From an optimization exercise on the open Yosys and OpenROAD flow, aimed at small area and a short achievable clock period; shortcuts taken in it are not production practice. At most, simulation tests tie the RTL to the original design; equivalence was not proved.

==> run a: inputs <==
==> flow/design.v (excerpt) <==
module Radix_2_div #(
parameter[3:0]	DSIZE	= 15,
parameter[3:0]	PSIZE	= 15
)(
	input				clock,
	input				rst,
	input [DSIZE-1:0]	divisor,
	input [DSIZE-1:0]	dividend,
	output[PSIZE-1:0]	quotient,
	output[3:0]			quoexp
);
==> module Radix_2_div, before the edit <==
module Radix_2_div #(
parameter[3:0]	DSIZE	= 15,
parameter[3:0]	PSIZE	= 15
)(
	input				clock,
	input				rst,
	input [DSIZE-1:0]	divisor,
	input [DSIZE-1:0]	dividend,
	output[PSIZE-1:0]	quotient,
	output[3:0]			quoexp
);
localparam [15:0] FOLD = 16'b0100_1001_0010_0000;
function integer pend;	 
	input integer t;
	integer k;
	begin
		pend = 1;
		for (k = 2; k <= t; k = k + 1)
			pend = FOLD[k] ? 1 : pend + 1;
	end
endfunction
function [14:0] srt_step;
	input [14:0] z;
	input pos, neg;
	input [13:0] d;
	reg [14:0] dx, x, g, p;
	reg [15:0] G, P, Gn, Pn;	 
	integer i, l;
	begin
		dx = {1'b1, d};
		x = z ^ dx;
		for (i = 0; i < 15; i = i + 1) begin
			g[i] = z[i] & (pos ? ~dx[i] : neg & dx[i]);
			p[i] = pos ? ~x[i] : (neg ? x[i] : z[i]);
		end
		G = {g, pos};
		P = {p, 1'b0};
		for (l = 1; l < 16; l = l * 2) begin
			Gn = G; Pn = P;
			for (i = 0; i < 16; i = i + 1)
				if (i & l) begin
					Gn[i] = G[i] | (P[i] & G[(i & ~(l-1)) - 1]);
					Pn[i] = P[i] & P[(i & ~(l-1)) - 1];
				end
			G = Gn; P = Pn;
		end
		srt_step = p ^ G[14:0];
	end
endfunction
reg	[14:0]	n1, d1;
always @(posedge clock) begin
	n1	<= dividend;
	d1	<= divisor;
end
reg	[3:0]	ne;
integer		k;
always @(*) begin
	ne = 4'd15;
	for (k = 0; k < 15; k = k + 1)
		if (d1[k]) ne = 14 - k;
end
wire [14:0]	nd = d1 << ne;
reg	[14*15-1:0]	Zf;	 
reg	[14:0]		Pf, Nf;	 
reg	[14*14-1:0]	Df;	 
reg	[15*4-1:0]	Ef;	 
reg	[15*15-1:0]	Bf;	 
reg	[15*15-1:0]	Lf;	 
always @(posedge clock) begin
	Zf[0 +: 15]	<= n1;
	Pf[0]		<= n1[14];
	Nf[0]		<= 1'b0;
	Df[0 +: 14]	<= nd[13:0];
	Ef[0 +: 4]	<= ne;
end
genvar t;
generate
for (t = 1; t <= 14; t = t + 1) begin: STEP
	wire [14:0]	Z	= (t == 1) ? Zf[0 +: 15] : {Zf[(t-1)*15 +: 14], 1'b0};
	wire		pos	= Pf[t-1];
	wire		neg	= Nf[t-1];
	wire [14:0]	S	= srt_step(Z, pos, neg, Df[(t-1)*14 +: 14]);
	always @(posedge clock) begin
		Ef[t*4 +: 4]	<= Ef[(t-1)*4 +: 4];
		Pf[t]			<= ~S[14] &  S[13];
		Nf[t]			<=  S[14] & ~S[13];
	end
	if (t < 14) begin: KEEPZ
		always @(posedge clock) begin
			Zf[t*15 +: 14]	<= S[13:0];
			Df[t*14 +: 14]	<= Df[(t-1)*14 +: 14];
		end
	end else begin: LASTZ
	end
	if (t == 1) begin: QFIRST
		always @(posedge clock) begin
			Bf[15 +: 1]	<= pos | neg;
			Lf[15 +: 1]	<= neg;
		end
	end else if (FOLD[t]) begin: QFOLD
		localparam integer P = pend(t-1);
		wire [t-2:0]	Bp	= Bf[(t-1)*15 +: t-1];
		wire [P-1:0]	Lp	= Lf[(t-1)*15 +: P];
		wire [t-2:0]	Bn	= Bp - {Lp, 1'b0};
		always @(posedge clock) begin
			Bf[t*15 +: t]	<= {Bn, pos | neg};
			Lf[t*15 +: 1]	<= neg;
		end
	end else begin: QSHIFT
		localparam integer P = pend(t-1);
		always @(posedge clock) begin
			Bf[t*15 +: t]		<= {Bf[(t-1)*15 +: t-1], pos | neg};
			Lf[t*15 +: P+1]	<= {Lf[(t-1)*15 +: P], neg};
		end
	end
end
endgenerate
localparam integer PL = pend(14);
wire		pos0	= Pf[14];
wire		neg0	= Nf[14];
wire [14:0]	Qfin	= {Bf[14*15 +: 14], pos0 | neg0} - {Lf[14*15 +: PL], neg0, 1'b0};
reg	[4:0]	cnt;
always @(posedge clock, posedge rst) begin
	if (rst)			cnt	<= 5'd0;
	else if (!cnt[4])	cnt	<= cnt + 5'd1;
end
reg	[14:0]	Qu;
reg	[3:0]	exp;
always @(posedge clock, posedge rst) begin
	if (rst) begin
		Qu	<= 15'd0;
		exp	<= 4'd0;
	end else begin
		Qu	<= cnt[4] ? Qfin : 15'd0;
		exp	<= cnt[4] ? Ef[14*4 +: 4] : 4'd0;
	end
end
assign	quotient	= Qu;
assign	quoexp		= exp;
endmodule
make LEC_CHECK=0 ABC_AREA=1 CAP_MARGIN=20 CORE_MARGIN=2 CORE_UTILIZATION=40 CTS_BUF_LIST=sky130_fd_sc_hd__clkbuf_8 CTS_CLUSTER_DIAMETER=60 CTS_CLUSTER_SIZE=16 PLACE_DENSITY=0.65 SETUP_SLACK_MARGIN=1.75 SLEW_MARGIN=20 finish   # period 4.0 ns
run.sh (not shown) runs the stock make flow with config.mk's settings and CLKGATE_MAP_FILE= SYNTH_SCRIPT=/design/flow/synth_recipe.tcl, a recipe that flattens the netlist after the stock synthesis.
==> run b (differences from run a) <==
--- a/flow/design.v
+++ b/flow/design.v
@@ -11,5 +11,5 @@
 	output[3:0]			quoexp
 );
-localparam [15:0] FOLD = 16'b0100_1001_0010_0000;
+localparam [15:0] FOLD = 16'b0010_0100_1001_0000;
 function integer pend;	 
 	input integer t;
@@ -22,13 +22,15 @@
 endfunction
 function [14:0] srt_step;
-	input [14:0] z;
-	input pos, neg;
+	input [15:0] z;
 	input [13:0] d;
+	reg pos, neg;
 	reg [14:0] dx, x, g, p;
 	reg [15:0] G, P, Gn, Pn;	 
 	integer i, l;
 	begin
+		pos = ~z[15] &  z[14];
+		neg =  z[15] & ~z[14];
 		dx = {1'b1, d};
-		x = z ^ dx;
+		x = z[14:0] ^ dx;
 		for (i = 0; i < 15; i = i + 1) begin
 			g[i] = z[i] & (pos ? ~dx[i] : neg & dx[i]);
@@ -54,43 +56,41 @@
 	d1	<= divisor;
 end
-reg	[3:0]	ne;
-integer		k;
-always @(*) begin
-	ne = 4'd15;
-	for (k = 0; k < 15; k = k + 1)
-		if (d1[k]) ne = 14 - k;
-end
-wire [14:0]	nd = d1 << ne;
+wire [15:0]	y0 = {d1, 1'b0};
+wire		s3 = ~|y0[15:8];
+wire [15:0]	y1 = s3 ? {y0[7:0], 8'b0} : y0;
+wire		s2 = ~|y1[15:12];
+wire [15:0]	y2 = s2 ? {y1[11:0], 4'b0} : y1;
+wire		s1 = ~|y2[15:14];
+wire [15:0]	y3 = s1 ? {y2[13:0], 2'b0} : y2;
+wire		s0 = ~y3[15];
+wire [15:0]	y4 = s0 ? {y3[14:0], 1'b0} : y3;
 reg	[14*15-1:0]	Zf;	 
-reg	[14:0]		Pf, Nf;	 
 reg	[14*14-1:0]	Df;	 
 reg	[15*4-1:0]	Ef;	 
 reg	[15*15-1:0]	Bf;	 
 reg	[15*15-1:0]	Lf;	 
+reg	[1:0]		Ztop;	 
 always @(posedge clock) begin
 	Zf[0 +: 15]	<= n1;
-	Pf[0]		<= n1[14];
-	Nf[0]		<= 1'b0;
-	Df[0 +: 14]	<= nd[13:0];
-	Ef[0 +: 4]	<= ne;
+	Df[0 +: 14]	<= y4[14:1];
+	Ef[0 +: 4]	<= {s3, s2, s1, s0};
 end
 genvar t;
 generate
 for (t = 1; t <= 14; t = t + 1) begin: STEP
-	wire [14:0]	Z	= (t == 1) ? Zf[0 +: 15] : {Zf[(t-1)*15 +: 14], 1'b0};
-	wire		pos	= Pf[t-1];
-	wire		neg	= Nf[t-1];
-	wire [14:0]	S	= srt_step(Z, pos, neg, Df[(t-1)*14 +: 14]);
+	wire [15:0]	Z	= (t == 1) ? {1'b0, Zf[0 +: 15]} : {Zf[(t-1)*15 +: 15], 1'b0};
+	wire [14:0]	S	= srt_step(Z, Df[(t-1)*14 +: 14]);
+	wire		pos	= ~Z[15] &  Z[14];
+	wire		neg	=  Z[15] & ~Z[14];
 	always @(posedge clock) begin
 		Ef[t*4 +: 4]	<= Ef[(t-1)*4 +: 4];
-		Pf[t]			<= ~S[14] &  S[13];
-		Nf[t]			<=  S[14] & ~S[13];
 	end
 	if (t < 14) begin: KEEPZ
 		always @(posedge clock) begin
-			Zf[t*15 +: 14]	<= S[13:0];
+			Zf[t*15 +: 15]	<= S;
 			Df[t*14 +: 14]	<= Df[(t-1)*14 +: 14];
 		end
 	end else begin: LASTZ
+		always @(posedge clock) Ztop <= S[14:13];
 	end
 	if (t == 1) begin: QFIRST
@@ -118,6 +118,6 @@
 endgenerate
 localparam integer PL = pend(14);
-wire		pos0	= Pf[14];
-wire		neg0	= Nf[14];
+wire		pos0	= ~Ztop[1] &  Ztop[0];
+wire		neg0	=  Ztop[1] & ~Ztop[0];
 wire [14:0]	Qfin	= {Bf[14*15 +: 14], pos0 | neg0} - {Lf[14*15 +: PL], neg0, 1'b0};
 reg	[4:0]	cnt;
==> flow/config.mk (replaced) <==
export PLATFORM = sky130hd
export DESIGN_NAME = Radix_2_div
export DESIGN_NICKNAME = Radix_2_div
export VERILOG_FILES = /design/flow/design.v
export SDC_FILE = /design/flow/constraint.sdc
export NUM_CORES = 4
export LEC_CHECK = 0
export CAP_MARGIN = 20
export CORE_MARGIN = 2
export CORE_UTILIZATION = 40
export SETUP_SLACK_MARGIN = 2.0
export SLEW_MARGIN = 20
==> qor.csv <==
metric,value,unit
pg_seq,10.5,mW
cp_slowest_cell,dfxtp_2,
cp_max_fo,4,
comb_power_share,46.9,%
async_reset_ff_share,3.687,%
coreArea,67280,um^2
clock_area_share,6.631,%
outcome,timing/DRC/antenna clean,
clock_buffers,94,
clk_pin_slew,60,ps
dp_cells,3552,
yosys.area_share.simple,12.62,%
synth_adder_area_share,7.967,%
sh_seq_area,36.96,%
multiInputGateArea,15590,um^2
post-place-ws,292.2,ps
# the run above: run b

==> qor.csv <==
metric,value,unit
wl_met1,21380,um
clock_area_share,3.235,%
async_reset_ff_share,3.609,%
coreArea,64700,um^2
dp_cells,4137,
yosys.area_share.simple,23.36,%
post-place-ws,1459,ps
ys_seq_elements,665,
clock_buffers,55,
nMultiInputCombCells,2079,
sh_seq_area,45.70,%
synth_adder_area_share,2.859,%
outcome,timing/DRC/antenna clean,
clk_pin_slew,90,ps
comb_power_share,45.2,%
grt_pass1_vias,17371,
# the run above: run a

No functional check of the RTL was part of run b.

-- afterwards: timing with drivers on the ports --
The flow's constraints put no driver on any port. The routed layouts listed below were extracted and timed again, unchanged, in two steps. Step 1, drivers: a clkbuf_16 drives clock and a buf_2 each remaining input, both assumed. Step 2 times the ports against the registers' clock, not the clock port: input delays grow and output delays shrink by t, the midpoint of the rising clock arrivals with the driver on. Slacks: ideal / step 1 / step 2; pairs: ideal / step 1.
run	t (ns)	setup slack, ns	worst hold slack (ns)	worst setup path after step 2	clock arrival spread, ns
run a	0.707	1.839 / 1.784 / 1.868	0.325 / 0.325 / 0.325	register to register	0.052 / 0.052
run b	0.655	0.973 / 0.973 / 0.973	0.320 / 0.320 / 0.320	register to register	0.026 / 0.026
After both steps every run listed still meets setup and hold.
